Source: an optimization exercise on an open RTL-to-GDS flow (aim: small area, a short achievable clock period and few clock cycles). Production flows keep margins and buffers that such runs may drop. Function was checked by simulation only, so behaviour that the tests miss may differ from the original.

==> module divider, before the edit <==
module divider (
    input div_clk, reset,
    input div,
    input div_signed,
    input [31:0] x, y,
    input use_mod,
    output [31:0] div_result,
    output div_ok
);
    localparam IDLE = 2'd0, NORM = 2'd1, ITER = 2'd2, DONE = 2'd3;
    reg  [1:0]  state;
    reg         done;
    reg  [32:0] V;       
    reg  [32:0] D;       
    reg  [31:0] A;       
    reg         xneg, qneg, mod, sub;
    assign div_ok     = done;
    assign div_result = A;
    wire        sx = div_signed & x[31];
    wire        sy = div_signed & y[31];
    wire [31:0] xu = sx ? {~x[30:0], 1'b1} : x;
    wire [31:0] yu = sy ? {~y[31:1], 1'b1} : y;      
    wire [5:0]  xz_in, yz_in;
    wire        xall0, yall0;
    lzc32 lzx (.a(xu), .z(xz_in), .all0(xall0));
    lzc32 lzy (.a(yu), .z(yz_in), .all0(yall0));
    reg  [5:0]  ncx, cy;   
    wire [6:0]  dd = {1'b0, cy} + {1'b1, ncx} + 7'd1;   
    wire        trivial = dd[6] | cy[5];      
    wire [32:0] s1  = dd[0] ? {D[31:0],   sub}        : D;
    wire [32:0] s2  = dd[1] ? {s1[30:0],  {2{sub}}}   : s1;
    wire [32:0] s3  = dd[2] ? {s2[28:0],  {4{sub}}}   : s2;
    wire [32:0] s4  = dd[3] ? {s3[24:0],  {8{sub}}}   : s3;
    wire [32:0] Dsh = dd[4] ? {s4[16:0],  {16{sub}}}  : s4;
    wire        fast;
    msb_less lt (.a(xu), .b(yu), .lt(fast));
    wire [33:0] Tc = {1'b0, V[31:0], 1'b1} + {1'b0, D[31:0], sub};
    wire        c32 = Tc[33];
    wire [32:0] T = {V[32] ^ D[32] ^ c32, Tc[32:1]};
    wire [32:0] zs = (V ^ D) ^ {(V[31:0] | D[31:0]), 1'b0};
    wire        Z  = sub ? (V == ~D) : ~|zs;
    wire        acc = xneg ? ((V[32] ^ c32) | Z) : c32;
    always @(posedge div_clk) begin
        if (reset) begin
            state <= IDLE;
            done  <= 1'b0;
        end else begin
            case (state)
                IDLE: if (div) begin
                          if (fast) begin
                              state <= DONE;
                              done  <= 1'b1;
                          end else
                              state <= NORM;
                      end
                NORM: if (trivial) begin
                          state <= DONE;
                          done  <= 1'b1;
                      end else
                          state <= ITER;
                ITER: if (cy[4:0] == 5'd0) begin
                          state <= DONE;
                          done  <= 1'b1;
                      end
                DONE: begin
                          state <= IDLE;
                          done  <= 1'b0;
                      end
            endcase
        end
    end
    always @(posedge div_clk) begin
        xneg <= div_signed & x[31];
        sub  <= ~(div_signed & (x[31] ^ y[31]));
        mod  <= use_mod;
        ncx  <= ~xz_in;
        case (state)
            IDLE: begin
                V    <= {div_signed & x[31], x};
                D    <= {div_signed & y[31], y} ^ {33{~(div_signed & (x[31] ^ y[31]))}};
                qneg <= div_signed & (x[31] ^ y[31]);
                cy   <= yz_in;
                A    <= use_mod ? x : 32'd0;
            end
            NORM: begin
                if (qneg & acc) V <= T;
                qneg <= qneg & acc;
                if (mod) begin
                    if (qneg & acc) A <= T[31:0];
                end else
                    A <= {32{qneg & acc}};
                D   <= Dsh;
                cy  <= {1'b0, dd[4:0]};
            end
            default: begin
                if (acc) V <= T;
                if (mod) begin
                    if (acc) A <= T[31:0];
                end else
                    A <= {A[30:0], acc ^ qneg};
                D   <= {D[32], D[32:1]};
                cy  <= cy - 6'd1;
            end
        endcase
    end
endmodule
export LEC_CHECK = 0
export ABC_AREA = 1
export CAP_MARGIN = 20
export CORE_MARGIN = 2
export CORE_UTILIZATION = 40
export CTS_BUF_LIST = sky130_fd_sc_hd__clkbuf_8
export CTS_CLUSTER_SIZE = 25
export SETUP_SLACK_MARGIN = 4.7
export SLEW_MARGIN = 20
create_clock -name core_clock -period 8.0 [get_ports {div_clk}]
standard.sh (not shown) runs the stock make flow with config.mk's settings and CLKGATE_MAP_FILE= SYNTH_SCRIPT=/design/flow/synth_recipe.tcl, a recipe that flattens the netlist after the stock synthesis.
==> flow/flow/run.sh <==
#!/bin/bash
# The standard layout, with the ports buffered by buf_2 cells instead of
# the delay cells buffer_ports picks by default. Each step's output goes to a
# log of its own.
set -euo pipefail
bash standard.sh synth > synth.log 2>&1
bash standard.sh 'BUFFER_PORTS_ARGS=-buffer_cell sky130_fd_sc_hd__buf_2' finish > layout.log 2>&1
Testbench counts at the start, summed over its fixed seeds: cycles 30,551.
==> next run, changes <==
--- a/flow/design.v
+++ b/flow/design.v
@@ -15,7 +15,7 @@
     reg  [31:0] A;       
     reg         xneg, qneg, mod, sub;
     assign div_ok     = done;
-    assign div_result = A;
+    assign div_result = mod ? V[31:0] : A;
     wire        sx = div_signed & x[31];
     wire        sy = div_signed & y[31];
     wire [31:0] xu = sx ? {~x[30:0], 1'b1} : x;
@@ -80,24 +80,18 @@
                 D    <= {div_signed & y[31], y} ^ {33{~(div_signed & (x[31] ^ y[31]))}};
                 qneg <= div_signed & (x[31] ^ y[31]);
                 cy   <= yz_in;
-                A    <= use_mod ? x : 32'd0;
+                A    <= 32'd0;
             end
             NORM: begin
                 if (qneg & acc) V <= T;
                 qneg <= qneg & acc;
-                if (mod) begin
-                    if (qneg & acc) A <= T[31:0];
-                end else
-                    A <= {32{qneg & acc}};
+                A    <= {32{qneg & acc}};
                 D   <= Dsh;
                 cy  <= {1'b0, dd[4:0]};
             end
             default: begin
                 if (acc) V <= T;
-                if (mod) begin
-                    if (acc) A <= T[31:0];
-                end else
-                    A <= {A[30:0], acc ^ qneg};
+                A    <= {A[30:0], acc ^ qneg};
                 D   <= {D[32], D[32:1]};
                 cy  <= cy - 6'd1;
             end
Effect: Area after synthesis falls by a few percent; clock-buffer cell count rises by 1; die area falls by a few percent; cell count is about the same; global-route usage falls by 1.5 points; final area falls by a few percent; critical path depth does not change; non-clock buffer count rises by 2; worst hold slack degrades by 43 ps; register-to-register slack degrades by 20 ps; setup slack degrades by 18 ps; core utilization barely changes.
Testbench counts after the change, summed over its fixed seeds: cycles 30,551.

## port drivers added, routing unchanged
Ports are ideal in the flow. The routed layouts listed here were re-timed in OpenROAD. Step 1 assumes that a clkbuf_16 drives the clock port and a buf_2 every other input. Step 2, shift: input delay + t, output delay - t, t = (earliest + latest rising clock arrival at the registers) / 2. This alone moves slack from input paths to output paths. Slacks: no drivers / after step 1 / after step 2; pairs: no drivers / after step 1.
run	t (ns)	slack for setup (ns)	latest minus earliest clock arrival (ns)	slew at the worst register clock pin (ns)
the first run	0.522	4.825 / 4.832 / 4.322	0.019 / 0.019	0.09 / 0.09
the second run	0.497	4.808 / 4.769 / 4.358	0.022 / 0.022	0.09 / 0.09
After both steps every run listed still meets setup and hold. The setup slack of the first run, which loses most, moves by +0.007 ns with the drivers and by -0.503 ns with both steps.
